This design comes from an exercise in tuning for small area on the open sky130 flow, not from production work. In this exercise RTL edits were held to simulation tests only and were not proved equivalent to the original. Power is estimated from default activity; no workload was simulated.

==> flow/design.v <==
`timescale 1ns / 1ns
module VendMachine(
    input wire clk, rst, btnU, btnL, btnR, btnD, btnC,
    input wire [3:1] sw,
    output reg [3:0] an,
    output reg [0:7] seg,
    output wire [15:0] led
    );
    localparam IDLE = 2'd0, COIN = 2'd1, VEND = 2'd2, REFUND = 2'd3;
    reg [6:0] c;
    always @(posedge clk)
        if (rst || c == 7'd99) c <= 0;
        else c <= c + 1'b1;
    wire tick1 = (c == 7'd0);
    wire tick2 = (c == 7'd0) || (c == 7'd50);
    reg [1:0] mod4;
    always @(posedge clk)
        if (rst) mod4 <= 0;
        else if (c[1:0] == 2'd1) mod4 <= mod4 + 1'b1;
    reg [3:0] b1;
    reg [2:0] e1, ev;
    wire [3:0] btn = {btnD, btnR, btnL, btnC};
    wire [3:0] rise = btn & ~b1;
    always @(posedge clk)
        if (rst) begin
            b1 <= 0; e1 <= 0; ev <= 0;
        end else begin
            b1 <= btn;
            e1 <= {rise[0], rise[1] ? 2'd1 : rise[2] ? 2'd2 : rise[3] ? 2'd3 : 2'd0};
            ev <= e1;
        end
    reg [1:0] st;
    reg k;               
    reg [3:0] timer;
    reg [4:0] r;         
    reg [4:0] M;         
    reg [1:0] P;         
    reg [2:0] swr;
    reg p;               
    wire [4:0] inc = (P == 2'd1) ? 5'd2 : (P == 2'd2) ? 5'd5 : (P == 2'd3) ? 5'd10 : 5'd0;
    wire [4:0] price = swr[0] ? 5'd3 : swr[1] ? 5'd7 : 5'd11;
    wire vend_end = (st == VEND) && tick1 && (r == 5'd1);
    wire [4:0] money = M + (vend_end ? -price : inc);
    wire ge3 = money[4] | money[3] | money[2] | (money[1] & money[0]);
    wire ge7 = money[4] | money[3] | (money[2] & money[1] & money[0]);
    wire ge11 = money[4] | (money[3] & (money[2] | (money[1] & money[0])));
    wire reached = swr[0] ? ge3 : swr[1] ? ge7 : ge11;
    wire t10 = timer[3] & timer[1];                  
    wire tlt2 = ~|timer[3:1];
    wire t2 = (timer == 4'd2);
    wire swany = |sw;
    reg [1:0] st_n;
    reg [3:0] timer_n;
    reg [4:0] r_n, M_n;
    reg [1:0] P_n;
    reg p_n;
    always @(*) begin
        st_n = st; timer_n = timer; r_n = 5'd21; M_n = money; P_n = 0; p_n = p;
        case (st)
            IDLE: begin
                M_n = 0;
                p_n = p ^ (tick2 | swany);
                if (swany) st_n = COIN;
            end
            COIN: begin
                p_n = ~p;
                if (reached) begin
                    st_n = VEND; timer_n = 0;
                end else if (ev[2]) begin
                    st_n = REFUND; timer_n = 0;
                end else if (ev[1:0] != 0) begin
                    P_n = ev[1:0]; timer_n = 0;
                end
                if (tick1 && !t10) timer_n = timer + 1'b1;
                if (t10) begin
                    st_n = REFUND; timer_n = 0;
                end
            end
            VEND: begin
                r_n = tick1 ? r - 1'b1 : r;
                if (vend_end) st_n = REFUND;
            end
            REFUND: begin
                r_n = r;
                p_n = 0;
                if (tick1 && tlt2) timer_n = timer + 1'b1;
                if (t2 && !swany) st_n = IDLE;
            end
        endcase
    end
    always @(posedge clk)
        if (rst) begin
            st <= IDLE; k <= 0; timer <= 0; r <= 5'd21; M <= 0; P <= 0; p <= 0;
        end else begin
            st <= st_n; k <= (st_n != st); timer <= timer_n; r <= r_n; M <= M_n; P <= P_n; p <= p_n;
        end
    always @(posedge clk) if (st == IDLE) swr <= sw;
    wire L = (st == COIN) || (st == VEND && k) || (st == REFUND && r != 0);
    wire full = (st == IDLE) || (st == COIN && k);
    wire [2:0] base = {3{p}} & (full ? 3'b111 : swr);
    wire vr = (st == VEND) || (st == REFUND);
    wire bl = (r == 5'd21) ? p : (r == 5'd19);
    wire [2:0] sel = swr[0] ? 3'b001 : swr[1] ? 3'b010 : 3'b100;
    wire [2:0] sv = {3{vr}} & sel;
    wire [2:0] l3 = (sv & {3{bl}}) | (~sv & base);
    assign led = {{12{L}}, l3, L};
    reg dash, cnt, usr;
    always @(*) begin
        dash = 0; cnt = 0; usr = 0;
        case (st)
            IDLE:   begin dash = k; cnt = ~k; end
            COIN:   cnt = k;
            VEND:   begin cnt = (r != 5'd21); usr = cnt; end
            REFUND: if (k && r == 0) begin cnt = 1; usr = 1; end
                    else dash = ~k;
        endcase
    end
    wire [4:0] v = usr ? r : M;
    reg [1:0] tens;
    reg [3:0] ones;
    always @(*) begin
        case (v)
            5'd10: {tens, ones} = cnt ? {2'd0, 4'd1} : {2'd1, 4'd0};
            5'd11: {tens, ones} = {2'd1, 4'd1};
            5'd12: {tens, ones} = {2'd1, 4'd2};
            5'd13: {tens, ones} = {2'd1, 4'd3};
            5'd14: {tens, ones} = {2'd1, 4'd4};
            5'd15: {tens, ones} = {2'd1, 4'd5};
            5'd16: {tens, ones} = {2'd1, 4'd6};
            5'd17: {tens, ones} = {2'd1, 4'd7};
            5'd18: {tens, ones} = {2'd1, 4'd8};
            5'd19: {tens, ones} = {2'd1, 4'd9};
            5'd20: {tens, ones} = {2'd2, 4'd0};
            default: {tens, ones} = {2'd0, v[3:0]};
        endcase
    end
    reg [3:0] dig;
    always @(*) begin
        case (mod4)
            2'd3: begin an = 4'b0111; dig = dash ? 4'hA : 4'hF; end
            2'd2: begin an = 4'b1011; dig = (tens == 0 && !cnt) ? 4'hF : {2'b00, tens}; end
            2'd1: begin an = 4'b1101; dig = ones; end
            default: begin an = 4'b1110; dig = 4'h0; end
        endcase
        case (dig)
            4'd0: seg = 8'b0000_0011;
            4'd1: seg = 8'b1001_1111;
            4'd2: seg = 8'b0010_0101;
            4'd3: seg = 8'b0000_1101;
            4'd4: seg = 8'b1001_1001;
            4'd5: seg = 8'b0100_1001;
            4'd6: seg = 8'b0100_0001;
            4'd7: seg = 8'b0001_1111;
            4'd8: seg = 8'b0000_0001;
            4'd9: seg = 8'b0000_1001;
            4'hA: seg = 8'b1111_1101;
            default: seg = 8'b1111_1111;
        endcase
        if (mod4 == 2'd1) seg[7] = 1'b0;
    end
endmodule
==> flow/run.sh <==
#!/bin/bash
# synth_recipe.tcl (not shown) runs the flow's synth.tcl, then flattens the netlist and writes it again
# the make line also repeats each setting of config.mk as NAME=value (left out here)
make -C /OpenROAD-flow-scripts/flow DESIGN_CONFIG=/design/flow/config.mk WORK_HOME=/design/flow/orfs CLKGATE_MAP_FILE= SYNTH_SCRIPT=/design/flow/synth_recipe.tcl finish
==> flow/config.mk <==
export PLATFORM = sky130hd
export DESIGN_NAME = VendMachine
export DESIGN_NICKNAME = VendMachine
export VERILOG_FILES = /design/flow/design.v
export SDC_FILE = /design/flow/constraint.sdc
export NUM_CORES = 4
export LEC_CHECK = 0
export CAP_MARGIN = 20
export CORE_MARGIN = 2
export CORE_UTILIZATION = 40
export SLEW_MARGIN = 20
==> flow/constraint.sdc <==
create_clock -name core_clock -period 20.0 [get_ports {clk}]
set_input_delay 4.0000 -clock core_clock [delete_from_list [all_inputs] [get_ports {clk}]]
set_output_delay 4.0000 -clock core_clock [all_outputs]
set_load 0.01 [all_outputs]
==> results of run 1 <==
-- area by class of cell --
type | instances | area (sq um) | share of cell area
Clock buffer | 7 | 86.3 | 0.0243
Clock inverter | 1 | 5.00 | 0.00141
Inverter | 28 | 105 | 0.0296
Multi-Input combinational cell | 286 | 1990 | 0.560
Sequential cell | 42 | 871 | 0.245
Tap cell | 102 | 128 | 0.0359
Timing Repair Buffer | 37 | 368 | 0.104
-- flip-flops by register name, summed over array words and instances, names as in the netlist, 3 cells and up --
name / count
timer: 4
c: 7
M: 5
ev: 3
swr: 3
e1: 3
r: 5
b1: 4
-- synthesized netlist by cell type, types with 3 or more instances --
cell type / n
a211oi_1: 3
a21oi_1: 24
a31o_2: 4
a31oi_1: 8
and2_1: 3
and3_1: 5
buf_4: 16
clkbuf_1: 10
dfxtp_1: 39
edfxtp_1: 3
ha_1: 26
inv_1: 28
nand2_1: 32
nand2b_1: 7
nand3_1: 10
nand4_1: 5
nor2_1: 33
nor2b_1: 15
nor3_1: 16
o211ai_1: 3
o21ai_0: 15
o221ai_1: 3
o31ai_1: 3
or3_1: 4
or3b_2: 3
xnor2_1: 9
-- per-layer routing --
layer	up-vias	GRT usage
met1	1319	0.225
met3	9	0.0220
met5	-	0
li1	1381	-
met4	0	0.0625
met2	43	0.274
-- cells by family (layout without fill, tap and decap cells) --
group                      count (synthesis)  after routing  synth area share
AOI/OAI and AO/OA                         97             97             0.228
buffers and inverters                     57             73            0.0903
muxes                                      2              2           0.00636
DFF                                       42             42             0.277
and+or+nand+nor                          148            148             0.253
adders and majority gates                 27             27             0.110
xor gates and xnor gates                  12             12            0.0358
-- power by group --
part           internal (mW)  switching, mW  total (mW)  leakage, nW
logic                 0.0178         0.0195      0.0373        0.998
registers             0.0883        0.00445      0.0927        0.348
clock network         0.0279         0.0295      0.0573       0.0482
-- worst max path at each step --
| stage | startpoint | end | slack, ns | cells past startpoint |
|---|---|---|---|---|
| after global routing | r[1] | seg[5] | 11.42 | 13 |
| after detailed placement | r[1] | seg[5] | 12.14 | 13 |
| final | r[1] | seg[5] | 11.74 | 13 |
| after global placement | r[1] | seg[5] | 12.11 | 13 |
| after CTS | r[1] | seg[5] | 11.77 | 13 |
| after floorplan | r[1] | seg[5] | 13.09 | 13 |
-- worst max-delay path: cells and delay by family (launching register included) --
family	cells	cell delay (ns)
AOI/OAI and AO/OA	6	1.60
buffers and inverters	2	0.78
DFF	1	0.57
adders and majority gates	2	0.53
and+or+nand+nor	3	0.48
-- metrics by stage --
stage	utilization	hold WS (ns)	setup slack [ns]
3_3_place_gp	0.450	0.371	12.11
5_1_grt	0.462	0.401	11.42
6_report	0.462	0.386	11.74
4_1_cts	0.462	0.388	11.77
2_1_floorplan	-	0.367	13.09
3_5_place_dp	0.450	0.376	12.14
==> metrics.csv, run 1 <==
metric;value;unit
final standard cell area without fillers;0.00355;sq mm
final-stage net count;437;
count of filler cells inserted in the layout;801;
DRC Markers;0;
top-level port count;38;
gp weighted congestion;0.819;
FF-to-FF End;timer[2];
Vert. Die Dim;92.7;microns
quantity of hold-fixing buffers added after cts;0;
share of synthesized flip-flops with an asynchronous set or reset;0;
first-iteration detailed-routing DRC count;120;
clock tree from TritonCTS;done;
met3 WL;246;microns
crit path cell chain;inv_1 -> ha_1 -> a311o_1 -> nand2_1 -> a21oi_1 -> o311ai_1 -> a211oi_1 -> a31oi_1 -> ha_1 -> nor3_1 -> and3_1 -> a221oi_1 -> clkdlybuf4s50_1;
clock slew at reported path FFs;0.08;ns
cell area after technology mapping;0.00315;sq mm
vias in the first global route;2539;
worst reg-to-reg setup slack;16.29;ns
required time at the worst-slack endpoint;16.00;ns
Fin Clk Skew;0.0110;ns
post-CTS setup repair buffer count;0;
type of destination of the critical path;output port;
clock root buffer;clkbuf_8;
Max transition margin;0.403;
number of register bits inferred by synthesis;42;
Distinct cells, synth;73;
share of post-route cells with drive strength above 1;0.0773;
number of max-cap violations;0;
Synth-to-Final Area Change;13.0;%
number of enable flip-flop cells after synthesis;3;
Overall Power;187;uW
maximum number of pins on one net before global-route repair;22;
average cell area after synthesis;8.17;sq um
number of port buffers;36;
HP Class;flip-flop to flip-flop;
number of setup violations in the final report;0;
maximum buffer depth of the clock tree;2;
number of vias per cell after detailed routing;5.47;
Placement Rows;32;
Total Negative Setup Slacks;0;ns
GRT Overall Usage;0.167;
number of instances in the placed design;495;
Worst Hold Endpoint;e1[2];
Static Leakage;1.39;nW
biggest fanout along the worst timing path;12;
wire length of the first global-routing pass;11800;microns
Post-Synthesis Cells;385;
Reg2Reg Depth;13;
Vias;2752;
effective utilization at floorplan;0.409;
Hold Path Cell Cnt;1;
final routed wire length divided by cell count;13.7;microns
predominant post-synthesis flop cell;dfxtp_1;
run status;finished clean;
total cell area at the placement stage;0.00346;sq mm
number of nets with antenna violations after detailed routing;0;
TritonCTS sink count;42;
maximum ir drop on the vdd rail;0.0000320;V
cell area power density;52.7;mW/mm^2
crit-path max cell delay;0.58;ns
Ys Warns;1;
number of hold violations in the final report;0;
most common cell after layout, fill and taps aside;dfxtp_1;
Post-Route WL;6870;microns
leading area contributor after synthesis;dfxtp_1;
startpoint of the most critical register-to-register path;st[1];
Die Width;92.7;microns
CORE AREA;0.00769;sq mm
met2 wire len;3200;microns
remaining global-route overflow;0;
arrival time reported for the critical path endpoint;4.26;ns
share of the synthesized area in the top cell type;0.248;
Die Area;0.00859;sq mm
post-route clock period utilization;0.413;
sequential area share after synthesis;0.277;
detailed-placement wirelength estimate;5180;microns
ranking of synthesized cells by area;dfxtp_1, ha_1, nor2_1, a21oi_1, buf_4;
min-delay src;b1[0];
final period demand of the worst path;8.26;ns
Inserted Clock Buffers;5;
Max Clk Rate;0.121;GHz
Slew Limit Fails;0;
antenna cells;0;
transition time at the pin with the least slew margin;0.891;ns
library cell contributing the largest single delay on the critical path;clkdlybuf4s50_1;
RSZ-0062 raised after global routing;no;
DRT met1 WL;3320;microns
first-pass iteration count of the detailed router;5;
dominant cell type by count on the critical path;ha_1;
most frequent cells in the layout;dfxtp_1, clkdlybuf4s50_1, nor2_1, nand2_1, inv_1;
top routing layer in use;met4;
Crit Path Class;flip-flop to output port;
htree depth;2;
Resized Gates After CTS;0;
non-filler cells, final;503;
initial antenna violation count;0;
clock network latency to the later pin of the worst-skew pair;0.30;ns
Startpoint Class;flip-flop;
==> run 2: changes to the inputs <==
--- a/flow/config.mk
+++ b/flow/config.mk
@@ -6,4 +6,5 @@
 export NUM_CORES = 4
 export LEC_CHECK = 0
+export ABC_AREA = 1
 export CAP_MARGIN = 20
 export CORE_MARGIN = 2
==> run 2 against run 1 <==
Compared with the run above: still clean; via count fell by 1.1%; die area grew 0.18%; clock skew rose by 0.00082 ns; fmax increased by 7.1%; routed wire length is 9.3% lower; sequential share of layout area is 0.38 points lower; utilization is 0.73 points higher; first-iteration DRC count fell by 13%; sequential power up 3.7%; synthesized cell count grew 17%; cell area up 1.6%; critical path type unchanged.
==> metrics.csv, run 2 <==
metric;value;unit;change
run status;finished clean;;
crit path cell chain;inv_1 -> ha_1 -> inv_1 -> nor2_1 -> nand3_4 -> nand2_4 -> nand2_1 -> nand2_1 -> nand3_2 -> nand2_2 -> inv_2 -> nand3_2 -> a21oi_1 -> o21ai_1 -> inv_1 -> ha_1 -> nand3b_1 -> nand2_1 -> nand2_1 -> nand2_1 -> clkdlybuf4s50_1;;
leading area contributor after synthesis;dfxtp_1;;
share of post-route cells with drive strength above 1;0.115;;+0.0375
utilization after layout;0.470;;+0.00732
Post-Route WL;6230;microns;-9.3%
share of synthesized flip-flops with an asynchronous set or reset;0;;unchanged
library cell contributing the largest single delay on the critical path;clkdlybuf4s50_1;;
GRT Overall Usage;0.148;;-0.0191
clock network latency to the later pin of the worst-skew pair;0.29;ns;about the same
HP Class;flip-flop to flip-flop;;
largest registers;c: 7 flops, M: 5 flops, r: 5 flops;;
number of flip-flops under the largest register name;7;;unchanged
maximum buffer depth of the clock tree;2;;unchanged
vias in the first global route;2455;;-3.3%
final routed wire length divided by cell count;10.7;microns;-21%
clock root buffer;clkbuf_8;;
first-iteration detailed-routing DRC count;104;;-13%
most common cell after layout, fill and taps aside;nand2_1;;
DRC Markers;0;;unchanged
Hold Path Cell Cnt;1;;unchanged
pre-CTS WS;12.59;ns;+0.456 ns
cell area power density;60.3;mW/mm^2;+14%
final-stage net count;515;;+18%
FF-to-FF End;timer[1];;
predominant post-synthesis flop cell;dfxtp_1;;
top-level port count;38;;unchanged
antenna cells;0;;unchanged
maximum ir drop on the vdd rail;0.0000403;V;+26%
Inserted Clock Buffers;5;;unchanged
top-count cell post-synth;nand2_1;;
count of filler cells inserted in the layout;823;;+2.7%
clock tree from TritonCTS;done;;
effective utilization at floorplan;0.410;;+0.000814
sequential area share after synthesis;0.276;;-0.000550
average cell area after synthesis;6.99;sq um;-14%
htree depth;2;;unchanged
Fin Clk Skew;0.0118;ns;+0.000824 ns
Synth-to-Final Area Change;14.5;%;
capturing instance or port of the critical path;seg[4];;
clock slew at reported path FFs;0.08;ns;about the same
required time at the worst-slack endpoint;16.00;ns;about the same
post-route clock period utilization;0.386;;-0.0274
detailed-placement wirelength estimate;4990;microns;-3.6%
maximum number of pins on one net before global-route repair;17;;-23%
buffers and inverters on the worst path;5;;+3
Resized Gates After CTS;0;;unchanged
number of hold violations in the final report;0;;unchanged
RSZ-0062 raised after global routing;no;;
remaining global-route overflow;0;;unchanged
Max transition margin;0.383;;-0.0198
Distinct cells, synth;39;;-47%
Ys Warns;1;;unchanged
number of enable flip-flop cells after synthesis;3;;unchanged
number of instances in the placed design;573;;+16%
final period demand of the worst path;7.71;ns;-0.547 ns
non-filler cells, final;581;;+16%
dominant cell type by count on the critical path;nand2_1;;
startpoint of the most critical register-to-register path;st[1];;
number of vias per cell after detailed routing;4.69;;-14%
number of register bits inferred by synthesis;42;;unchanged
Slew Limit Fails;0;;unchanged
Startpoint Class;flip-flop;;
wire length of the first global-routing pass;10500;microns;-11%
ranking of synthesized cells by area;dfxtp_1, ha_1, nand2_1, inv_1, nand3_1;;
Post-Synthesis Cells;451;;+17%
most frequent cells after synthesis;nand2_1, inv_1, nor2_1, dfxtp_1, nand3_1;;
Vert. Die Dim;92.8;microns;about the same
arrival time reported for the critical path endpoint;3.71;ns;-0.55 ns
TritonCTS sink count;42;;unchanged
number of setup violations in the final report;0;;unchanged
first-pass iteration count of the detailed router;5;;unchanged
biggest fanout along the worst timing path;10;;-2
Die Area;0.00861;sq mm;+0.18%
Static Leakage;1.71;nW;+23%
number of nets with antenna violations after detailed routing;0;;unchanged
crit-path max cell delay;0.53;ns;-0.05 ns
quantity of hold-fixing buffers added after cts;0;;unchanged
gp weighted congestion;0.847;;+3.5%
number of max-cap violations;0;;unchanged
cell area after technology mapping;0.00315;sq mm;+0.20%
critical path launch point;r[0];;
total cell area at the placement stage;0.00352;sq mm;+1.6%
crit-path leading delay family;simple AND/OR/NAND/NOR gates;;
type of destination of the critical path;output port;;
Crit Path Class;flip-flop to output port;;
worst reg-to-reg setup slack;16.45;ns;+0.16 ns
final standard cell area without fillers;0.00361;sq mm;+1.6%
Total Negative Setup Slacks;0;ns;unchanged
post-CTS setup repair buffer count;0;;unchanged
Placement Rows;32;;unchanged
number of port buffers;36;;unchanged
CORE AREA;0.00769;sq mm;unchanged
share of the synthesized area in the top cell type;0.248;;-0.000493
Reg2Reg Depth;19;;+6
Die Width;92.8;microns;about the same
Max Clk Rate;0.130;GHz;+7.1%
final worst-path setup slack;12.29;ns;+0.547 ns
Critical Path Stages;21;;+8
largest register by flop count;c;;
most frequent cells in the layout;nand2_1, inv_1, nor2_1, dfxtp_1, nand3_1;;
transition time at the pin with the least slew margin;0.921;ns;+0.0296 ns
initial antenna violation count;0;;unchanged
Vias;2722;;-1.1%
run 2: cell types whose count changed after synthesis, moves of 9 or more:
cell      change
nor3_1       -11
nand2_1      +49
nor2_1       +16
nor2b_1      -15
nand2_2      +12
inv_1        +45
clkbuf_1      -9
nand3_1      +28
run 2: report_power, final:
part	leakage, nW	switching [mW]	internal [mW]
sequential	0.349	0.00573	0.0904
combinational	1.32	0.0378	0.0295
clock	0.0452	0.0297	0.0247
run 2: routing by layer:
layer  routed length, microns  GRT usage  share of wire  up-vias
met4                       30     0.0404         0.0048        0
met3                      195     0.0269          0.031        2
met5                        0          0              0        -
li1                         -          -              -     1473
met1                     3040      0.194           0.49     1208
met2                     2960      0.251           0.48       39
run 2: how the worst min path moves through the flow:
| stage | start | endpoint | slack [ns] |
|---|---|---|---|
| finish | b1[0] | e1[2] | 0.39 |
| detailed placement | b1[0] | e1[2] | 0.38 |
| global placement | b1[0] | e1[2] | 0.38 |
| global route | b1[0] | e1[2] | 0.41 |
| floorplan | b1[0] | e1[2] | 0.37 |
| CTS | b1[0] | e1[2] | 0.39 |
run 2: logic make-up after synthesis:
| logic type | Yosys count | share of synthesized area |
|---|---|---|
| DFF | 42 | 0.276 |
| adders and majority gates | 27 | 0.110 |
| buffers and inverters | 96 | 0.135 |
| AOI/OAI and AO/OA | 53 | 0.0925 |
| and+or+nand+nor | 228 | 0.373 |
| xor gates and xnor gates | 5 | 0.0139 |
run 2: worst reg2reg max path, cell delays in order, from the launching register on:
cell and delay (ns):
dfxtp_1 0.53, inv_2 0.15, nor2_4 0.15, inv_1 0.10, nor2_4 0.16, nand4_4 0.15
o21ai_0 0.16, ha_1 0.21, inv_1 0.05, fa_1 0.39, o21ai_0 0.23, xor2_1 0.22
xnor2_1 0.17, nand2_1 0.15, nor2_2 0.17, nand3b_2 0.16, nand2_1 0.13, nand2_1 0.06
nand2_1 0.06, nor2_1 0.04
run 2: metrics by stage:
stage	hold WS, ns	power (mW)
finish	0.392	0.218
CTS	0.394	0.220
global placement	0.378	0.165
global route	0.413	0.232
floorplan	0.374	0.146
detailed placement	0.381	0.166
run 2: cell type report:
cell class	count	area, sq um	share of cell area
clock inverters	2	13.8	0.00381
well taps	102	128	0.0354
inverters	80	300	0.0832
repair buffers	36	360	0.0998
multi-input cells	313	1860	0.516
clock buffers	6	72.6	0.0201
flip-flops and latches	42	871	0.241
==> run 3: changes to the inputs <==
==> flow/flow/run.sh (new file) <==
#!/bin/bash
# Standard ORFS layout; port buffers use the smallest buffer cell.
set -euo pipefail
bash standard.sh finish 'BUFFER_PORTS_ARGS=-buffer_cell sky130_fd_sc_hd__buf_1' > make_finish.log 2>&1
==> flow/standard.sh (new file) <==
#!/bin/bash
# synth_recipe.tcl (not shown) runs the flow's synth.tcl, then flattens the netlist and writes it again
# the make line also repeats each setting of config.mk as NAME=value (left out here)
make -C /OpenROAD-flow-scripts/flow DESIGN_CONFIG=/design/flow/config.mk WORK_HOME=/design/flow/orfs CLKGATE_MAP_FILE= SYNTH_SCRIPT=/design/flow/synth_recipe.tcl "${@:-finish}"
--- a/flow/config.mk
+++ b/flow/config.mk
@@ -6,5 +6,4 @@
 export NUM_CORES = 4
 export LEC_CHECK = 0
-export ABC_AREA = 1
 export CAP_MARGIN = 20
 export CORE_MARGIN = 2
removed: flow/run.sh
==> run 3 against run 2 <==
Compared with the run above: critical path depth shrank 8; sequential share of layout area grew 2.1 points; still clean on timing, DRC and antenna; clock skew shrank 0.0034 ns; first-iteration DRC count grew 45%; sequential power shrank 3.5%; global-route usage grew 1.3 points; highest routed layer unchanged; cell count shrank 13%; worst setup slack lost 0.14 ns.
==> metrics.csv, run 3 <==
metric;value;unit;change
Die Width;92.7;microns;about the same
number of enable flip-flop cells after synthesis;3;;unchanged
Startpoint Class;flip-flop;;
antenna cells;0;;unchanged
Max Clk Rate;0.127;GHz;-1.8%
required time at the worst-slack endpoint;16.00;ns;about the same
GRT Overall Usage;0.161;;+0.0131
run status;finished clean;;
most frequent cells after synthesis;dfxtp_1, nor2_1, nand2_1, inv_1, ha_1;;
maximum number of pins on one net before global-route repair;22;;+5
Static Leakage;1.29;nW;-25%
share of post-route cells with drive strength above 1;0.0748;;-0.0400
Slew Limit Fails;0;;unchanged
number of setup violations in the final report;0;;unchanged
Vert. Die Dim;92.7;microns;about the same
first-pass iteration count of the detailed router;4;;-1
dominant cell type by count on the critical path;ha_1;;
largest register by flop count;c;;
Max transition margin;0.425;;+0.0411
Total Negative Setup Slacks;0;ns;unchanged
clock slew at reported path FFs;0.08;ns;about the same
final worst-path setup slack;12.15;ns;-0.139 ns
sequential area share after synthesis;0.277;;+0.000550
most frequent cells in the layout;dfxtp_1, buf_1, nor2_1, nand2_1, inv_1;;
number of instances in the placed design;495;;-14%
DRC Markers;0;;unchanged
RSZ-0062 raised after global routing;no;;
transition time at the pin with the least slew margin;0.859;ns;-0.0614 ns
share of the synthesized area in the top cell type;0.248;;+0.000493
post-route clock period utilization;0.393;;+0.00693
initial antenna violation count;0;;unchanged
final-stage net count;437;;-15%
top-count cell post-synth;dfxtp_1;;
HP Class;flip-flop to flip-flop;;
number of port buffers;36;;unchanged
arrival time reported for the critical path endpoint;3.85;ns;+0.14 ns
number of flip-flops under the largest register name;7;;unchanged
library cell contributing the largest single delay on the critical path;dfxtp_1;;
Post-Synthesis Cells;385;;-15%
clock root buffer;clkbuf_8;;
first-iteration detailed-routing DRC count;151;;+45%
top-level port count;38;;unchanged
htree depth;2;;unchanged
gp weighted congestion;0.875;;+3.3%
TritonCTS sink count;42;;unchanged
number of hold violations in the final report;0;;unchanged
clock tree from TritonCTS;done;;
average cell area after synthesis;8.17;sq um;+17%
Synth-to-Final Area Change;5.49;%;
cell area power density;53.1;mW/mm^2;-12%
crit path cell chain;inv_1 -> ha_1 -> a311o_1 -> nand2_1 -> a21oi_1 -> o311ai_1 -> a211oi_1 -> a31oi_1 -> ha_1 -> nor3_1 -> and3_1 -> a221oi_1 -> buf_1;;
cell area after technology mapping;0.00315;sq mm;-0.20%
biggest fanout along the worst timing path;12;;+2
most common cell after layout, fill and taps aside;dfxtp_1;;
type of destination of the critical path;output port;;
Die Area;0.00859;sq mm;-0.18%
non-filler cells, final;503;;-13%
count of filler cells inserted in the layout;816;;-0.85%
crit-path leading delay family;compound AO/OA/AOI/OAI gates;;
maximum ir drop on the vdd rail;0.0000375;V;-7.1%
maximum buffer depth of the clock tree;2;;unchanged
CORE AREA;0.00769;sq mm;unchanged
buffers and inverters on the worst path;2;;-3
Post-Route WL;6690;microns;+7.3%
leading area contributor after synthesis;dfxtp_1;;
final routed wire length divided by cell count;13.3;microns;+24%
ranking of synthesized cells by area;dfxtp_1, ha_1, nor2_1, a21oi_1, buf_4;;
final period demand of the worst path;7.85;ns;+0.139 ns
Inserted Clock Buffers;5;;unchanged
post-CTS setup repair buffer count;0;;unchanged
clock network latency to the later pin of the worst-skew pair;0.29;ns;about the same
pre-CTS WS;12.50;ns;-0.0918 ns
Placement Rows;32;;unchanged
number of nets with antenna violations after detailed routing;0;;unchanged
Resized Gates After CTS;0;;unchanged
number of register bits inferred by synthesis;42;;unchanged
wire length of the first global-routing pass;11300;microns;+7.9%
number of vias per cell after detailed routing;5.37;;+15%
share of synthesized flip-flops with an asynchronous set or reset;0;;unchanged
number of max-cap violations;0;;unchanged
Crit Path Class;flip-flop to output port;;
Vias;2699;;-0.84%
Distinct cells, synth;73;;+87%
vias in the first global route;2429;;-1.1%
remaining global-route overflow;0;;unchanged
effective utilization at floorplan;0.409;;-0.000814
quantity of hold-fixing buffers added after cts;0;;unchanged
predominant post-synthesis flop cell;dfxtp_1;;
Ys Warns;1;;unchanged
Fin Clk Skew;0.00840;ns;-0.00338 ns
largest registers;c: 7 flops, M: 5 flops, r: 5 flops;;
crit-path max cell delay;0.59;ns;+0.06 ns
detailed-placement wirelength estimate;5050;microns;+1.1%
run 3: changes by cell type in the layout (fill, tap and decap cells not counted), sizes merged, moves of 7 or more:
cell | previous run | this run
clkdlybuf4s50 | 36 | 0
nand3 | 44 | 11
nand2 | 100 | 33
xnor2 | 3 | 10
buf | 0 | 37
o21ai | 23 | 16
nor2b | 0 | 16
nor2 | 62 | 34
nor3 | 5 | 17
nand2b | 0 | 7
inv | 77 | 28
run 3: metrics by stage:
stage                     cell area [sq um]  hold WS (ns)   util  total power [mW]
after floorplan                        3150         0.367      -             0.120
after global placement                 3240         0.374  0.421             0.125
after detailed placement               3240         0.382  0.421             0.126
after CTS                              3320         0.393  0.432             0.179
after global routing                   3320         0.409  0.432             0.188
final                                  3320         0.392  0.432             0.176
run 3: cell type report:
cell class,count,area (sq um),area share
multi-input cells,286,1990,0.600
flip-flops and latches,42,871,0.262
repair buffers,37,143,0.0430
well taps,102,128,0.0385
inverters,28,105,0.0317
clock buffers,6,72.6,0.0219
clock inverters,2,8.76,0.00264
run 3: per-layer routing:
layer | track usage | wire [microns]
met1 | 0.221 | 3200
met2 | 0.266 | 3200
met3 | 0.0269 | 229
met4 | 0.0368 | 53
met5 | 0 | 0
run 3: cells by family after synthesis:
group	share of synthesized area
AND/OR/NAND/NOR	0.253
AO/OA/AOI/OAI	0.228
buffers and inverters	0.0903
flip-flops	0.277
adder cells (fa/ha/maj)	0.110
XOR/XNOR	0.0358
multiplexers	0.00636
run 3: worst paths after layout:
kind	from	to	slack, ns	depth (start not counted)
hold reg to reg	b1[0]	e1[2]	0.39	1
setup / recovery	r[1]	seg[5]	12.15	13
setup reg to reg	st[1]	timer[2]	16.27	13
hold / removal	b1[0]	e1[2]	0.39	1
run 3: power breakdown:
part           internal [mW]  switching (mW)
combinational         0.0117          0.0193
sequential            0.0883         0.00442
clock                 0.0240          0.0284
==> run 4: changes to the inputs <==
==> flow/flow/run.sh (replaced) <==
#!/bin/bash
# Standard ORFS layout without adder-cell extraction, with yosys/abc buffers
# removed at floorplan; port buffers use the smallest buffer cell.
set -euo pipefail
bash standard.sh finish ADDER_MAP_FILE= REMOVE_ABC_BUFFERS=1 'BUFFER_PORTS_ARGS=-buffer_cell sky130_fd_sc_hd__buf_1' > make_finish.log 2>&1
==> run 4 against run 3 <==
Compared with the run above: still clean on timing, DRC and antenna; utilization increased by 0.87 points; cell area decreased by 2.7%; first-iteration DRC count decreased by 19%; largest cell class unchanged.
==> metrics.csv, run 4 <==
metric;value;unit;change
Synth-to-Final Area Change;5.31;%;
cell area after technology mapping;0.00307;sq mm;-2.5%
Post-Synthesis Cells;404;;+4.9%
most frequent cells after synthesis;nand2_1, nor2_1, dfxtp_1, clkbuf_1, o21ai_0;;
clock root buffer;clkbuf_8;;
Startpoint Class;flip-flop;;
RSZ-0062 raised after global routing;no;;
Fin Clk Skew;0.00616;ns;-0.00224 ns
number of vias per cell after detailed routing;5.70;;+6.3%
most frequent cells in the layout;nand2_1, nor2_1, dfxtp_1, buf_1, o21ai_0;;
Post-Route WL;6810;microns;+1.8%
Vert. Die Dim;91.5;microns;-1.2%
number of enable flip-flop cells after synthesis;3;;unchanged
antenna cells;0;;unchanged
predominant post-synthesis flop cell;dfxtp_1;;
gp weighted congestion;0.839;;-4.1%
clock tree from TritonCTS;done;;
Slew Limit Fails;0;;unchanged
maximum number of pins on one net before global-route repair;27;;+23%
maximum ir drop on the vdd rail;0.0000394;V;+5.1%
number of port buffers;36;;unchanged
leading area contributor after synthesis;dfxtp_1;;
TritonCTS sink count;42;;unchanged
detailed-placement wirelength estimate;5130;microns;+1.6%
DRC Markers;0;;unchanged
remaining global-route overflow;0;;unchanged
most common cell after layout, fill and taps aside;nand2_1;;
DRT met1 WL;3280;microns;+2.5%
Die Area;0.00838;sq mm;-2.4%
type of destination of the critical path;output port;;
final-stage net count;420;;-3.9%
run status;finished clean;;
number of flip-flops under the largest register name;7;;unchanged
HP Class;flip-flop to flip-flop;;
net switching power of the design;59.4;uW;+14%
number of register bits inferred by synthesis;42;;unchanged
required time at the worst-slack endpoint;16.00;ns;about the same
utilization after layout;0.440;;+0.00871
post-CTS setup repair buffer count;0;;unchanged
top-level port count;38;;unchanged
cell area power density;58.0;mW/mm^2;+9.3%
quantity of hold-fixing buffers added after cts;0;;unchanged
final period demand of the worst path;7.82;ns;-0.0284 ns
Total Negative Setup Slacks;0;ns;unchanged
top routing layer in use;met4;;
maximum buffer depth of the clock tree;2;;unchanged
number of max-cap violations;0;;unchanged
post-route clock period utilization;0.391;;-0.00142
Placement Rows;31;;-3.1%
wire length of the first global-routing pass;11800;microns;+4.1%
Crit Path Class;flip-flop to output port;;
worst reg-to-reg setup slack;16.37;ns;+0.10 ns
clock network latency to the later pin of the worst-skew pair;0.30;ns;about the same
Vias;2909;;+7.8%
transition time at the pin with the least slew margin;0.850;ns;-0.00896 ns
effective utilization at floorplan;0.418;;+0.00898
proportion of power drawn by flip-flops and latches;0.502;;-0.024
part of the total power dissipated in the clock network;0.321;;+0.023
vias in the first global route;2549;;+4.9%
Overall Power;187;uW;+6.3%
Die Width;91.5;microns;-1.2%
number of hold violations in the final report;0;;unchanged
htree depth;2;;unchanged
first-iteration detailed-routing DRC count;122;;-19%
Inserted Clock Buffers;5;;unchanged
arrival time reported for the critical path endpoint;3.82;ns;-0.03 ns
GRT Overall Usage;0.166;;+0.00485
average cell area after synthesis;7.59;sq um;-7.1%
Max transition margin;0.431;;+0.00600
share of the synthesized area in the top cell type;0.255;;+0.00648
share of post-route cells with drive strength above 1;0.0633;;-0.0116
share of synthesized flip-flops with an asynchronous set or reset;0;;unchanged
largest registers;c: 7 flops, M: 5 flops, r: 5 flops;;
number of nets with antenna violations after detailed routing;0;;unchanged
sequential area share after synthesis;0.284;;+0.00723
met3 WL;254;microns;+11%
combinational share of power;0.177;;about the same
Static Leakage;1.19;nW;-8.0%
number of instances in the placed design;502;;+1.4%
non-filler cells, final;510;;+1.4%
largest register by flop count;c;;
Resized Gates After CTS;0;;unchanged
first-pass iteration count of the detailed router;4;;unchanged
initial antenna violation count;0;;unchanged
met2 wire len;3240;microns;+1.2%
CORE AREA;0.00733;sq mm;-4.6%
share of total power consumed by net switching;0.317;;+0.0210
Ys Warns;1;;unchanged
Cell Int Power;128;uW;+3.2%
final routed wire length divided by cell count;13.3;microns;+0.44%
number of setup violations in the final report;0;;unchanged
Max Clk Rate;0.128;GHz;+0.36%
WHS;0.389;ns;-0.00266 ns
clock slew at reported path FFs;0.09;ns;about the same
ranking of synthesized cells by area;dfxtp_1, nand2_1, nor2_1, nor2b_1, buf_4;;
biggest fanout along the worst timing path;19;;+7
top-count cell post-synth;nand2_1;;
Distinct cells, synth;71;;-2.7%
run 4: worst max-delay path, cell delays in order (launching register included):
cell and delay, ns:
dfxtp_1 0.72, nand4bb_1 0.26, o21ai_0 0.55, a21bo_2 0.28, a22oi_1 0.13, o2111a_1 0.31, o41ai_1 0.53, nand2_1 0.22
xor2_1 0.21, a21bo_2 0.22, buf_1 0.12
run 4: cells by family after synthesis:
logic type,after synthesis,share of synthesized area
AND/OR/NAND/NOR,185,0.322
flip-flops,42,0.284
multiplexers,2,0.00816
XOR/XNOR,17,0.0486
AO/OA/AOI/OAI,108,0.257
buffers and inverters,50,0.0804
run 4: per-layer routing:
layer  GRT usage  vias up
met4      0.0429        0
met5           0        -
met3      0.0232        4
met2       0.271       71
met1       0.230     1368
li1            -     1466
run 4: worst paths after layout:
path,startpoint,to,cells after the start
worst max-delay path,st[1],seg[1],10
worst min-delay path,b1[0],e1[2],1
worst max register to register,st[1],timer[0],8
worst min register to register,b1[0],e1[2],1
run 4: stage by stage:
step / setup WS [ns] / instance area, sq um
5_1_grt: 11.82 / 3230
3_3_place_gp: 12.55 / 3130
6_report: 12.18 / 3230
3_5_place_dp: 12.57 / 3130
2_1_floorplan: 13.04 / 2860
4_1_cts: 12.23 / 3230
run 4: cell type report:
class,instances,area (sq um)
clock buffer,5,68.8
inverter,12,45.0
tap,99,124
timing repair buffer,37,143
multi-input combinational,312,1950
sequential,42,871
clock inverter,3,28.8
fill,734,4100
run 4: power by group through the flow:
stage | clock [mW] | combinational [mW] | sequential, mW
after floorplan | 0 | 0.0243 | 0.0942
after global placement | 0 | 0.0331 | 0.0957
after detailed placement | 0 | 0.0333 | 0.0959
after CTS | 0.0614 | 0.0335 | 0.0939
after global routing | 0.0646 | 0.0368 | 0.0949
final | 0.0602 | 0.0332 | 0.0940
==> run 5: changes to the inputs <==
--- a/flow/config.mk
+++ b/flow/config.mk
@@ -6,4 +6,5 @@
 export NUM_CORES = 4
 export LEC_CHECK = 0
+export ABC_AREA = 1
 export CAP_MARGIN = 20
 export CORE_MARGIN = 2
==> run 5 against run 4 <==
Compared with the run above: still clean; combinational power rose by 1%; sequential power down 2%; routed wire length fell by 13%; cell count is 2.9% higher; highest routed layer unchanged.
==> metrics.csv, run 5 <==
metric;value;unit;change
share of synthesized flip-flops with an asynchronous set or reset;0;;unchanged
number of hold violations in the final report;0;;unchanged
Placement Rows;30;;-3.2%
number of flip-flops under the largest register name;7;;unchanged
Static Leakage;1.33;nW;+12%
HP Class;flip-flop to flip-flop;;
top-count cell post-synth;nand2_1;;
post-route clock period utilization;0.354;;-0.0374
Hold Path Cell Cnt;1;;unchanged
most frequent cells in the layout;nand2_1, nor2_1, inv_1, dfxtp_1, buf_1;;
crit-path leading delay family;simple AND/OR/NAND/NOR gates;;
effective utilization at floorplan;0.410;;-0.00835
dominant cell type by count on the critical path;nand2_1;;
Inserted Clock Buffers;5;;unchanged
detailed-placement wirelength estimate;4670;microns;-8.9%
Vert. Die Dim;87.2;microns;-4.7%
Die Width;87.2;microns;-4.7%
antenna cells;0;;unchanged
arrival time reported for the critical path endpoint;3.08;ns;-0.74 ns
number of vias per cell after detailed routing;4.90;;-14%
final-stage net count;454;;+8.1%
final standard cell area without fillers;0.00299;sq mm;-7.4%
biggest fanout along the worst timing path;11;;-8
Max Clk Rate;0.141;GHz;+11%
most frequent cells after synthesis;nand2_1, inv_1, nor2_1, dfxtp_1, nand3_1;;
predominant post-synthesis flop cell;dfxtp_1;;
number of port buffers;36;;unchanged
share of post-route cells with drive strength above 1;0.133;;+0.0693
register cell area after layout;871;sq um;unchanged
clock root buffer;clkbuf_8;;
post-CTS setup repair buffer count;0;;unchanged
crit path cell chain;nand2_2 -> nor2_1 -> nand2_1 -> nand2_2 -> nand2_1 -> o21a_1 -> inv_1 -> nand3_2 -> nand2_4 -> nor2_8 -> inv_2 -> nand2_1 -> nand3_2 -> nand3_4 -> or2_1 -> a21oi_1 -> buf_1;;
number of setup violations in the final report;0;;unchanged
share of the synthesized area in the top cell type;0.282;;+0.0273
Critical Path Stages;17;;+7
RSZ-0062 raised after global routing;no;;
maximum buffer depth of the clock tree;2;;unchanged
Max transition margin;0.481;;+0.0500
number of enable flip-flop cells after synthesis;3;;unchanged
Startpoint Class;flip-flop;;
leading area contributor after synthesis;dfxtp_1;;
multi-input gate area in the final layout;0.00152;sq mm;-22%
htree depth;2;;unchanged
largest register by flop count;c;;
number of register bits inferred by synthesis;42;;unchanged
ranking of synthesized cells by area;dfxtp_1, nand2_1, inv_1, nor2_1, nand3_1;;
final period demand of the worst path;7.08;ns;-0.747 ns
most common cell after layout, fill and taps aside;nand2_1;;
Crit Path Class;flip-flop to output port;;
cell area power density;64.0;mW/mm^2;+10%
Fin Clk Skew;0.0110;ns;+0.00486 ns
final routed wire length divided by cell count;11.3;microns;-15%
run status;finished clean;;
sequential area share after synthesis;0.315;;+0.0304
Total Negative Setup Slacks;0;ns;unchanged
remaining global-route overflow;0;;unchanged
Slew Limit Fails;0;;unchanged
largest registers;c: 7 flops, M: 5 flops, r: 5 flops;;
maximum ir drop on the vdd rail;0.0000491;V;+25%
initial antenna violation count;0;;unchanged
buffers and inverters on the worst path;3;;+2
Ys Warns;1;;unchanged
first-pass iteration count of the detailed router;4;;unchanged
Post-Route WL;5920;microns;-13%
gp weighted congestion;0.851;;+1.4%
wire length of the first global-routing pass;10300;microns;-13%
Post-Synthesis Cells;419;;+3.7%
clock network latency to the later pin of the worst-skew pair;0.30;ns;about the same
number of max-cap violations;0;;unchanged
vias in the first global route;2364;;-7.3%
Die Area;0.00760;sq mm;-9.3%
quantity of hold-fixing buffers added after cts;0;;unchanged
top-level port count;38;;unchanged
Resized Gates After CTS;0;;unchanged
Synth-to-Final Area Change;7.95;%;
maximum number of pins on one net before global-route repair;23;;-15%
crit-path max cell delay;0.60;ns;-0.12 ns
Reg2Reg Depth;18;;+10
Vias;2570;;-12%
library cell contributing the largest single delay on the critical path;dfxtp_1;;
TritonCTS sink count;42;;unchanged
DRC Markers;0;;unchanged
type of destination of the critical path;output port;;
Distinct cells, synth;45;;-37%
transition time at the pin with the least slew margin;0.779;ns;-0.0710 ns
cell area after technology mapping;0.00277;sq mm;-9.7%
first-iteration detailed-routing DRC count;113;;-7.4%
clock tree from TritonCTS;done;;
number of nets with antenna violations after detailed routing;0;;unchanged
average cell area after synthesis;6.61;sq um;-13%
count of filler cells inserted in the layout;739;;+0.68%
total cell area at the placement stage;0.00288;sq mm;-8.1%
GRT Overall Usage;0.166;;-0.000186
clock slew at reported path FFs;0.08;ns;about the same
CORE AREA;0.00676;sq mm;-7.8%
required time at the worst-slack endpoint;16.00;ns;about the same
run 5: logic make-up (layout without fill, tap and decap cells):
| logic type | after synthesis | in the layout | share of synthesized area |
|---|---|---|---|
| and+or+nand+nor | 239 | 239 | 0.428 |
| buffers and inverters | 84 | 110 | 0.137 |
| AOI/OAI and AO/OA | 52 | 52 | 0.114 |
| DFF | 42 | 42 | 0.315 |
| xor gates and xnor gates | 2 | 2 | 0.00633 |
run 5: final timing paths:
path / start / end / slack [ns]
hold / removal: b1[0] / e1[2] / 0.40
setup reg to reg: st[1] / timer[3] / 17.35
hold reg to reg: b1[0] / e1[2] / 0.40
setup / recovery: st[0] / seg[2] / 12.92
run 5: final cells by class:
type | count | area share
clock buffers | 6 | 0.0314
multi-input cells | 293 | 0.508
repair buffers | 37 | 0.0477
clock inverters | 2 | 0.00628
flip-flops and latches | 42 | 0.291
well taps | 80 | 0.0335
inverters | 65 | 0.0816
run 5: worst register-to-register path, cell delays in order, from the launching register on:
cell and delay (ns):
dfxtp_1 0.53, inv_2 0.17, nor2_8 0.16, nand3_2 0.19, nand2_2 0.17, nand3_2 0.15, nand2_1 0.12, nand2_1 0.06
nand2_1 0.11, nand2_1 0.08, nor2_1 0.10, nand2_1 0.07, nand3_2 0.10, nand4_2 0.11, nand2_2 0.15, nand2_2 0.09
nand3_1 0.10, nand2_1 0.05, nor2_1 0.09
run 5: through the flow:
step / instances / setup slack [ns] / util / hold slack [ns] / power (mW)
4_1_cts: 525 / 12.90 / 0.442 / 0.402 / 0.193
3_5_place_dp: 517 / 13.24 / 0.426 / 0.390 / 0.128
6_report: 525 / 12.92 / 0.442 / 0.395 / 0.191
5_1_grt: 525 / 12.53 / 0.442 / 0.423 / 0.202
2_1_floorplan: 400 / 13.30 / - / 0.374 / 0.117
3_3_place_gp: 517 / 13.29 / 0.426 / 0.382 / 0.127
run 5: per-layer routing:
metal / up-vias / wire length (microns) / global-route usage
met3: 5 / 278 / 0.0284
met4: 0 / 40 / 0.0336
li1: 1374 / - / -
met1: 1130 / 2870 / 0.221
met5: - / 0 / 0
met2: 61 / 2740 / 0.283
run 5: power by group:
part / switching (mW) / leakage, nW / internal [mW]
registers: 0.00394 / 0.349 / 0.0884
logic: 0.0229 / 0.930 / 0.0107
clock network: 0.0324 / 0.0545 / 0.0330
==> run 6: changes to the inputs <==
==> flow/flow/run.sh (replaced) <==
#!/bin/bash
# Standard ORFS layout (the standard.sh) with:
#  - synthesis: the standard flow's script, ABC area mapping with flow/area.script,
#    no adder-cell extraction;
#  - yosys/abc buffers removed at floorplan;
#  - port buffers of the smallest buffer cell.
set -euo pipefail
W=$(pwd)
export FLOW_SYNTH_TCL=$W/synth_recipe.tcl
export MY_ABC=$W/flow/area.script
bash standard.sh finish SYNTH_SCRIPT=$W/flow/synth_wrap.tcl ADDER_MAP_FILE= REMOVE_ABC_BUFFERS=1 \
  'BUFFER_PORTS_ARGS=-buffer_cell sky130_fd_sc_hd__buf_1' > make_finish.log 2>&1
==> flow/flow/area.script (new file) <==
strash
dch -f
map -a
mfs2
strash
dch -f
map -a
mfs2
strash
dch -f
map -a
topo
dnsize -c
==> flow/flow/synth_wrap.tcl (new file) <==
# Runs the standard flow's synthesis script unchanged, except that the ABC area script
# used for technology mapping is replaced by flow/area.script (several rounds
# of choice-based area mapping with don't-care resubstitution). Only the
# combinational mapping changes; registers come out as in the standard run.
proc abc {args} {
  set i [lsearch -exact $args -script]
  if {$i >= 0 && [string match *abc_area* [lindex $args [expr {$i + 1}]]]} {
    lset args [expr {$i + 1}] $::env(MY_ABC)
  }
  yosys abc {*}$args
}
source $::env(FLOW_SYNTH_TCL)
==> run 6 against run 5 <==
Compared with the run above: worst setup slack got worse by 1.2 ns; clock skew shrank 0.0060 ns; cell area is 15% lower; first-iteration DRC count increased by 8.8%; via count fell by 13%; fmax is 15% lower; clock-buffer cell count unchanged; critical path depth increased by 2; power fell by 8.5%; cell count fell by 13%; register-to-register slack worse by 1.9 ns; die area decreased by 16%.
==> metrics.csv, run 6 <==
metric;value;unit;change
run status;finished clean;;
post-route clock period utilization;0.415;;+0.0614
Hold Path Cell Cnt;1;;unchanged
Slew Limit Fails;0;;unchanged
maximum buffer depth of the clock tree;2;;unchanged
final routed wire length divided by cell count;10.7;microns;-5.4%
Static Leakage;0.916;nW;-31%
Synth-to-Final Area Change;9.42;%;
CORE AREA;0.00554;sq mm;-18%
met1 Usage GRT;0.203;;-0.0181
effective utilization at floorplan;0.417;;+0.00730
post-CTS setup repair buffer count;0;;unchanged
Die Width;80.0;microns;-8.2%
worst reg-to-reg setup slack;15.50;ns;-1.85 ns
gp weighted congestion;0.814;;-4.4%
crit path cell chain;clkinv_1 -> nor2_1 -> a32o_1 -> nand2_1 -> o21ai_0 -> clkinv_1 -> nor2_1 -> clkinv_1 -> o21ai_0 -> nor2_1 -> nand3_1 -> nor2_1 -> a21oi_1 -> o21ai_0 -> nor2_1 -> clkinv_1 -> nand2_1 -> o21ai_0 -> buf_1;;
leading area contributor after synthesis;dfxtp_1;;
Crit Path Class;flip-flop to output port;;
DRC Markers;0;;unchanged
Startpoint Class;flip-flop;;
share of synthesized flip-flops with an asynchronous set or reset;0;;unchanged
Ys Warns;1;;unchanged
most frequent cells after synthesis;nor2_1, clkinv_1, nand2_1, dfxtp_1, o21ai_0;;
Die Area;0.00640;sq mm;-16%
WHS;0.391;ns;-0.00433 ns
Fin Clk Skew;0.00505;ns;-0.00597 ns
Post-Route WL;4890;microns;-17%
crit-path max cell delay;0.50;ns;-0.10 ns
top-level port count;38;;unchanged
number of max-cap violations;0;;unchanged
first-iteration detailed-routing DRC count;123;;+8.8%
number of instances in the placed design;450;;-13%
detailed-placement wirelength estimate;3860;microns;-17%
TritonCTS sink count;42;;unchanged
number of nets with antenna violations after detailed routing;0;;unchanged
FF-to-FF End;timer[0];;
number of register bits inferred by synthesis;42;;unchanged
startpoint of the most critical register-to-register path;st[1];;
average cell area after synthesis;6.51;sq um;-1.5%
GRT Overall Usage;0.158;;-0.00759
transition time at the pin with the least slew margin;0.751;ns;-0.0279 ns
number of enable flip-flop cells after synthesis;3;;unchanged
largest registers;c: 7 flops, M: 5 flops, r: 5 flops;;
number of flip-flops under the largest register name;7;;unchanged
number of setup violations in the final report;0;;unchanged
quantity of hold-fixing buffers added after cts;0;;unchanged
predominant post-synthesis flop cell;dfxtp_1;;
Distinct cells, synth;27;;-40%
maximum ir drop on the vdd rail;0.0000450;V;-8.4%
initial antenna violation count;0;;unchanged
htree depth;2;;unchanged
Worst Hold Endpoint;e1[2];;
largest register by flop count;c;;
required time at the worst-slack endpoint;16.00;ns;about the same
Total Negative Setup Slacks;0;ns;unchanged
cell area after technology mapping;0.00231;sq mm;-17%
Reg2Reg Depth;16;;-2
vias in the first global route;1881;;-20%
top-count cell post-synth;nor2_1;;
number of port buffers;36;;unchanged
remaining global-route overflow;0;;unchanged
number of hold violations in the final report;0;;unchanged
final period demand of the worst path;8.31;ns;+1.23 ns
non-filler cells, final;458;;-13%
ranking of synthesized cells by area;dfxtp_1, nor2_1, clkinv_1, nand2_1, o21ai_0;;
clock slew at reported path FFs;0.08;ns;about the same
Placement Rows;27;;-10%
Inserted Clock Buffers;5;;unchanged
type of destination of the critical path;output port;;
met3 track demand over resource;0.0430;;+0.0146
antenna cells;0;;unchanged
Vias;2228;;-13%
final-stage net count;395;;-13%
clock root buffer;clkbuf_8;;
Post-Synthesis Cells;355;;-15%
biggest fanout along the worst timing path;11;;unchanged
wire length of the first global-routing pass;8050;microns;-22%
most frequent cells in the layout;nor2_1, clkinv_1, nand2_1, dfxtp_1, buf_1;;
Max Clk Rate;0.120;GHz;-15%
Vert. Die Dim;80.0;microns;-8.2%
Resized Gates After CTS;0;;unchanged
cell area power density;69.2;mW/mm^2;+8.1%
library cell contributing the largest single delay on the critical path;dfxtp_1;;
GRT met2 Usage;0.263;;-0.0198
maximum number of pins on one net before global-route repair;20;;-13%
min-delay src;b1[0];;
Overall Power;175;uW;-8.5%
share of the synthesized area in the top cell type;0.338;;+0.0559
Max transition margin;0.495;;+0.0148
total cell area at the placement stage;0.00244;sq mm;-15%
most common cell after layout, fill and taps aside;nor2_1;;
arrival time reported for the critical path endpoint;4.31;ns;+1.23 ns
final standard cell area without fillers;0.00253;sq mm;-15%
number of vias per cell after detailed routing;4.86;;-0.63%
clock network latency to the later pin of the worst-skew pair;0.29;ns;about the same
share of post-route cells with drive strength above 1;0.0259;;-0.107
most congested layer reported by global routing;met2;;
dominant cell type by count on the critical path;nor2_1;;
RSZ-0062 raised after global routing;no;;
HP Class;flip-flop to flip-flop;;
first-pass iteration count of the detailed router;5;;+1
sequential area share after synthesis;0.377;;+0.0623
clock tree from TritonCTS;done;;
## run 6: report_power, final
group | total (mW) | internal, mW | leakage (nW) | switching [mW]
Combinational | 0.0290 | 0.00928 | 0.522 | 0.0197
Sequential | 0.0920 | 0.0886 | 0.349 | 0.00333
Clock | 0.0542 | 0.0246 | 0.0452 | 0.0295
## run 6: worst max-delay path: cells and delay by family (launching register included)
family,cells,cell delay (ns)
compound gates,6,1.36
simple gates,8,1.33
buf+inv,5,0.83
flops,1,0.50
## run 6: cell families (layout without fill, tap and decap cells)
| family | count (synthesis) | after routing | share of synthesized area |
|---|---|---|---|
| AOI/OAI and AO/OA | 70 | 70 | 0.168 |
| xor gates and xnor gates | 6 | 6 | 0.0227 |
| adders and majority gates | 1 | 1 | 0.00433 |
| buffers and inverters | 72 | 103 | 0.138 |
| DFF | 42 | 42 | 0.377 |
| and+or+nand+nor | 164 | 164 | 0.290 |
## run 6: metrics by stage
stage,util,setup WS [ns]
2_1_floorplan,-,12.95
3_3_place_gp,0.441,12.01
4_1_cts,0.456,11.68
3_5_place_dp,0.441,12.04
5_1_grt,0.456,11.11
6_report,0.456,11.69
## run 6: final cells by class
class | count | area (sq um)
inverters | 58 | 218
fillers | 607 | 3010
clock buffers | 6 | 72.6
clock inverters | 2 | 13.8
repair buffers | 37 | 143
flip-flops and latches | 42 | 871
well taps | 72 | 90.1
multi-input cells | 241 | 1120
## run 6: how the worst max path moves through the flow
| stage | startpoint | slack (ns) | depth (start not counted) | end |
|---|---|---|---|---|
| after floorplan | st[1] | 12.95 | 16 | seg[6] |
| after global placement | st[1] | 12.01 | 19 | seg[6] |
| after detailed placement | st[1] | 12.04 | 19 | seg[6] |
| after CTS | st[1] | 11.68 | 19 | seg[6] |
| after global routing | st[1] | 11.11 | 19 | seg[1] |
| final | st[1] | 11.69 | 19 | seg[6] |
## run 6: routing by layer
layer,vias to the layer above,wire [microns]
met5,-,0
met4,0,43
met3,5,258
met2,61,2250
met1,955,2340
li1,1207,-
==> run 7: changes to the inputs <==
==> flow/flow/area.script (replaced) <==
strash
dch -f
map -a
mfs2
strash
dch -f
map -a
mfs2
strash
dch -f
map -a
mfs2
strash
dch -f
map -a
mfs2
strash
dch -f
map -a
mfs2
strash
dch -f
amap
topo
dnsize -c
==> run 7 against run 6 <==
Compared with the run above: die area shrank 3.6%; global-route usage grew 0.30 points; worst hold slack lost 0.00076 ns; critical path depth shrank 1; synthesized area shrank 3.7%; utilization grew 0.21 points; synthesized cell count shrank 10%; register-to-register slack lost 0.13 ns; clock-buffer cell count grew 1; combinational power grew 4%; highest routed layer unchanged.
==> metrics.csv, run 7 <==
metric;value;unit;change
Hold Path Cell Cnt;1;;unchanged
library cell contributing the largest single delay on the critical path;nor4_1;;
Reg2Reg Depth;20;;+4
crit path cell chain;clkinv_1 -> nor4_1 -> nor2_1 -> a21oi_1 -> clkinv_1 -> o22ai_1 -> clkinv_1 -> nor4_1 -> nor4_1 -> nand3_1 -> nand2_1 -> nor3_1 -> clkinv_1 -> o21ai_0 -> nor2_1 -> a21oi_1 -> or2_0 -> buf_1;;
min-delay src;b1[0];;
transition time at the pin with the least slew margin;0.796;ns;+0.0448 ns
top-level port count;38;;unchanged
non-filler cells, final;421;;-8.1%
wire length of the first global-routing pass;8080;microns;+0.42%
maximum buffer depth of the clock tree;2;;unchanged
Startpoint Class;flip-flop;;
crit-path max cell delay;0.56;ns;+0.06 ns
vias in the first global route;1885;;+0.21%
number of vias per cell after detailed routing;5.02;;+3.3%
RSZ-0062 raised after global routing;no;;
TritonCTS sink count;42;;unchanged
predominant post-synthesis flop cell;dfxtp_1;;
largest register by flop count;c;;
most common cell after layout, fill and taps aside;nor2_1;;
first-pass iteration count of the detailed router;4;;-1
final worst-path setup slack;11.41;ns;-0.281 ns
dominant cell type by count on the critical path;clkinv_1;;
Fin Clk Skew;0.00503;ns;-0.0000210 ns
number of setup violations in the final report;0;;unchanged
HP Class;flip-flop to flip-flop;;
Crit Path Class;flip-flop to output port;;
Max Clk Rate;0.116;GHz;-3.3%
clock tree from TritonCTS;done;;
number of port buffers;36;;unchanged
sequential area share after synthesis;0.391;;+0.0146
Die Width;78.6;microns;-1.8%
detailed-placement wirelength estimate;3680;microns;-4.6%
clock network latency to the later pin of the worst-skew pair;0.29;ns;about the same
share of synthesized flip-flops with an asynchronous set or reset;0;;unchanged
DRC Markers;0;;unchanged
Post-Route WL;4590;microns;-6.0%
number of max-cap violations;0;;unchanged
startpoint of the most critical register-to-register path;st[1];;
Static Leakage;0.848;nW;-7.4%
Max transition margin;0.469;;-0.0260
Inserted Clock Buffers;5;;unchanged
Vert. Die Dim;78.6;microns;-1.8%
CORE AREA;0.00544;sq mm;-1.8%
antenna cells;0;;unchanged
utilization after layout;0.458;;+0.00206
Slew Limit Fails;0;;unchanged
Vias;2115;;-5.1%
share of post-route cells with drive strength above 1;0.0258;;-0.000119
most frequent cells after synthesis;nor2_1, clkinv_1, dfxtp_1, nand2_1, o21ai_0;;
share of the synthesized area in the top cell type;0.351;;+0.0131
first-iteration detailed-routing DRC count;71;;-42%
cell area power density;79.7;mW/mm^2;+15%
leading area contributor after synthesis;dfxtp_1;;
clock slew at reported path FFs;0.08;ns;about the same
final-stage net count;358;;-9.4%
number of register bits inferred by synthesis;42;;unchanged
ranking of synthesized cells by area;dfxtp_1, nor2_1, clkinv_1, o21ai_0, buf_4;;
WHS;0.390;ns;-0.000763 ns
maximum number of pins on one net before global-route repair;20;;unchanged
number of enable flip-flop cells after synthesis;3;;unchanged
number of flip-flops under the largest register name;7;;unchanged
total cell area at the placement stage;0.00236;sq mm;-3.5%
final standard cell area without fillers;0.00249;sq mm;-1.4%
GRT Overall Usage;0.162;;+0.00303
worst reg-to-reg setup slack;15.37;ns;-0.13 ns
final routed wire length divided by cell count;10.9;microns;+2.2%
Placement Rows;27;;unchanged
required time at the worst-slack endpoint;16.00;ns;about the same
post-CTS setup repair buffer count;0;;unchanged
remaining global-route overflow;0;;unchanged
Die Area;0.00617;sq mm;-3.6%
post-route clock period utilization;0.429;;+0.0141
gp weighted congestion;0.814;;about the same
number of instances in the placed design;413;;-8.2%
Ys Warns;1;;unchanged
number of hold violations in the final report;0;;unchanged
clock root buffer;clkbuf_8;;
htree depth;2;;unchanged
effective utilization at floorplan;0.409;;-0.00810
maximum ir drop on the vdd rail;0.0000528;V;+17%
type of destination of the critical path;output port;;
largest registers;c: 7 flops, M: 5 flops, r: 5 flops;;
Distinct cells, synth;33;;+22%
pre-CTS WS;11.75;ns;-0.290 ns
biggest fanout along the worst timing path;6;;-5
number of nets with antenna violations after detailed routing;0;;unchanged
Total Negative Setup Slacks;0;ns;unchanged
arrival time reported for the critical path endpoint;4.59;ns;+0.28 ns
initial antenna violation count;0;;unchanged
quantity of hold-fixing buffers added after cts;0;;unchanged
average cell area after synthesis;7.00;sq um;+7.5%
Worst Hold Endpoint;e1[2];;
Resized Gates After CTS;0;;unchanged
run status;finished clean;;
final period demand of the worst path;8.59;ns;+0.281 ns
FF-to-FF End;timer[1];;
most frequent cells in the layout;nor2_1, clkinv_1, dfxtp_1, buf_1, nand2_1;;
top-count cell post-synth;nor2_1;;
Synth-to-Final Area Change;12.1;%;
cell area after technology mapping;0.00222;sq mm;-3.7%
Overall Power;199;uW;+13%
Post-Synthesis Cells;318;;-10%
[run 7: changes by cell type in the layout (fill, tap and decap cells not counted), sizes merged, moves of 5 or more]
cell / change
nand3: -13
nor2b: +8
clkinv: -12
o21ai: -9
o22ai: +11
nand2: -33
nor3: +7
a21oi: -13
nor4: +5
[run 7: critical path: cells and delay by family, from the launching register on]
kind | cells | cell delay [ns]
and+or+nand+nor | 9 | 1.87
DFF | 1 | 0.37
buffers and inverters | 5 | 0.90
AOI/OAI and AO/OA | 4 | 1.12
[run 7: logic make-up (layout without fill, tap and decap cells)]
kind of cell | count (synthesis) | after routing | share of synthesized area
AND/OR/NAND/NOR | 144 | 144 | 0.285
AO/OA/AOI/OAI | 70 | 70 | 0.197
buffers and inverters | 62 | 93 | 0.127
flip-flops | 42 | 42 | 0.391
[run 7: worst max path at each step]
stage | end | cells after the start | start
after floorplan | seg[3] | 17 | r[2]
after global placement | seg[3] | 18 | r[2]
after detailed placement | seg[3] | 18 | r[4]
after CTS | seg[3] | 18 | r[4]
after global routing | seg[3] | 18 | r[4]
final | seg[3] | 18 | r[4]
[run 7: final cells by class]
cell class,instances,area (sq um)
clock inverters,1,30.0
flip-flops and latches,42,871
inverters,48,180
well taps,72,90.1
clock buffers,7,108
multi-input cells,214,1070
fillers,573,2950
repair buffers,37,143
[run 7: metal layers]
metal | global-route usage | part of all wire | vias to the layer above
met5 | 0 | 0 | -
met4 | 0.0614 | 0.014 | 0
met3 | 0.0287 | 0.042 | 6
met2 | 0.268 | 0.45 | 40
met1 | 0.208 | 0.49 | 926
li1 | - | - | 1143
[run 7: report_power, final]
part           switching, mW  leakage (nW)  internal, mW
clock                 0.0289        0.0696        0.0482
combinational         0.0199         0.430        0.0102
sequential           0.00282         0.349        0.0887
total                 0.0516         0.848         0.147
==> run 8: changes to the inputs <==
==> flow/flow/area.script (replaced) <==
strash
dch -f
amap
mfs2 -a -e -L 50 -W 6 -M 1000
strash
dch -f
amap
mfs2 -a -e -L 50 -W 6 -M 1000
strash
dch -f
amap
mfs2 -a -e -L 50 -W 6 -M 1000
strash
dch -f
amap
mfs2 -a -e -L 50 -W 6 -M 1000
strash
dch -f
amap
mfs2 -a -e -L 50 -W 6 -M 1000
strash
dch -f
amap
topo
dnsize -c
==> run 8 against run 7 <==
Compared with the run above: still clean; worst hold slack worse by 0.0074 ns; cell count fell by 2.6%; clock skew increased by 0.0034 ns; register-to-register slack got worse by 0.35 ns; clock power shrank 25%; largest cell class unchanged; largest power group unchanged.
==> metrics.csv, run 8 <==
metric;value;unit;change
run status;finished clean;;
maximum ir drop on the vdd rail;0.0000518;V;-1.9%
Distinct cells, synth;30;;-9.1%
post-route clock period utilization;0.411;;-0.0182
fraction of the mapped netlist area in compound gates;0.195;;-0.00257
buffers and inverters on the worst path;4;;-1
htree depth;2;;unchanged
number of vias per cell after detailed routing;5.04;;+0.40%
multiplexer area fraction after synthesis;0;;unchanged
quantity of hold-fixing buffers added after cts;0;;unchanged
most frequent cells in the layout;nor2_1, clkinv_1, dfxtp_1, buf_1, nand2_1;;
vias in the first global route;1882;;-0.16%
Die Area;0.00607;sq mm;-1.8%
wire length of the first global-routing pass;8000;microns;-1.0%
Slew Limit Fails;0;;unchanged
crit-path leading delay family;compound AO/OA/AOI/OAI gates;;
Inserted Clock Buffers;5;;unchanged
total cell area at the placement stage;0.00230;sq mm;-2.2%
critical path launch point;r[2];;
TritonCTS sink count;42;;unchanged
Die Width;77.9;microns;-0.88%
final period demand of the worst path;8.22;ns;-0.363 ns
first-iteration detailed-routing DRC count;98;;+38%
initial antenna violation count;0;;unchanged
final routed wire length divided by cell count;10.9;microns;about the same
GRT Overall Usage;0.160;;-0.00125
Reg2Reg Depth;24;;+20%
post-CTS setup repair buffer count;0;;unchanged
share of post-route cells with drive strength above 1;0.0235;;-0.00226
leading area contributor after synthesis;dfxtp_1;;
number of flip-flops under the largest register name;7;;unchanged
clock slew at reported path FFs;0.09;ns;about the same
cell area power density;70.0;mW/mm^2;-12%
first-pass iteration count of the detailed router;4;;unchanged
clock root buffer;clkbuf_8;;
RSZ-0062 raised after global routing;no;;
Vert. Die Dim;77.9;microns;-0.88%
transition time at the pin with the least slew margin;0.763;ns;-0.0332 ns
most common cell after layout, fill and taps aside;nor2_1;;
CORE AREA;0.00517;sq mm;-4.9%
Static Leakage;0.786;nW;-7.3%
crit-path max cell delay;0.49;ns;-0.07 ns
antenna cells;0;;unchanged
most frequent cells after synthesis;nor2_1, clkinv_1, dfxtp_1, nand2_1, o21ai_0;;
crit path cell chain;clkinv_1 -> nor4_1 -> nor2_1 -> a21oi_1 -> clkinv_1 -> o22ai_1 -> nand2_1 -> nor4_1 -> a21oi_1 -> o21ai_0 -> o21ai_0 -> nor2_1 -> clkinv_1 -> nand2_1 -> o21ai_0 -> o21ai_0 -> buf_1;;
post-synthesis simple-gate area fraction;0.286;;+0.00137
final-stage net count;349;;-2.5%
Crit Path Class;flip-flop to output port;;
number of register bits inferred by synthesis;42;;unchanged
[run 8: cell count changes after synthesis, sizes merged, moves of 2 or more]
cell     before  now
o31ai         2    0
clkinv       48   43
nand2        24   26
o22ai        11   14
a2111oi       2    0
nor3         18    9
a21oi        10   14
or2           5    8
a31oi         3    1
[run 8: worst max path at each step]
| stage | end | cells after the start |
|---|---|---|
| finish | seg[5] | 17 |
| global route | seg[5] | 17 |
| CTS | seg[5] | 17 |
| detailed placement | seg[5] | 17 |
| global placement | seg[5] | 17 |
| floorplan | seg[5] | 17 |
[run 8: cell families (layout without fill, tap and decap cells)]
family                 Yosys count  after routing
and+or+nand+nor                141            141
AOI/OAI and AO/OA               70             70
buffers and inverters           57             87
DFF                             42             42
[run 8: metal layers]
metal  part of all wire  track usage  wire, microns
met5                  0            0              0
met4             0.0056       0.0500             25
met3              0.033       0.0291            146
met2               0.47        0.273           2100
met1               0.49        0.204           2190
[run 8: per-stage QoR]
step / util / hold WS, ns / total power [mW]
global placement: 0.446 / 0.376 / 0.112
finish: 0.464 / 0.383 / 0.168
CTS: 0.464 / 0.384 / 0.170
detailed placement: 0.446 / 0.381 / 0.113
floorplan: - / 0.373 / 0.105
global route: 0.464 / 0.419 / 0.176
[run 8: area by class of cell]
| type | instances | area [sq um] | area share |
|---|---|---|---|
| clock buffers | 5 | 68.8 | 0.0287 |
| clock inverters | 3 | 25.0 | 0.0104 |
| inverters | 43 | 161 | 0.0673 |
| multi-input cells | 211 | 1050 | 0.438 |
| flip-flops and latches | 42 | 871 | 0.363 |
| well taps | 70 | 87.6 | 0.0365 |
| repair buffers | 36 | 135 | 0.0563 |
[run 8: report_power, final]
part / internal [mW] / switching [mW] / total (mW)
clock: 0.0252 / 0.0323 / 0.0575
combinational: 0.00691 / 0.0131 / 0.0200
sequential: 0.0879 / 0.00254 / 0.0904
total: 0.120 / 0.0479 / 0.168

Setup slack of run 8, layout unchanged: 11.777 ns with ideal ports, 11.753 ns with driving cells assumed (clock clkbuf_16, inputs buf_2), 12.072 ns with port delays also shifted by the 0.320 ns mid clock arrival.
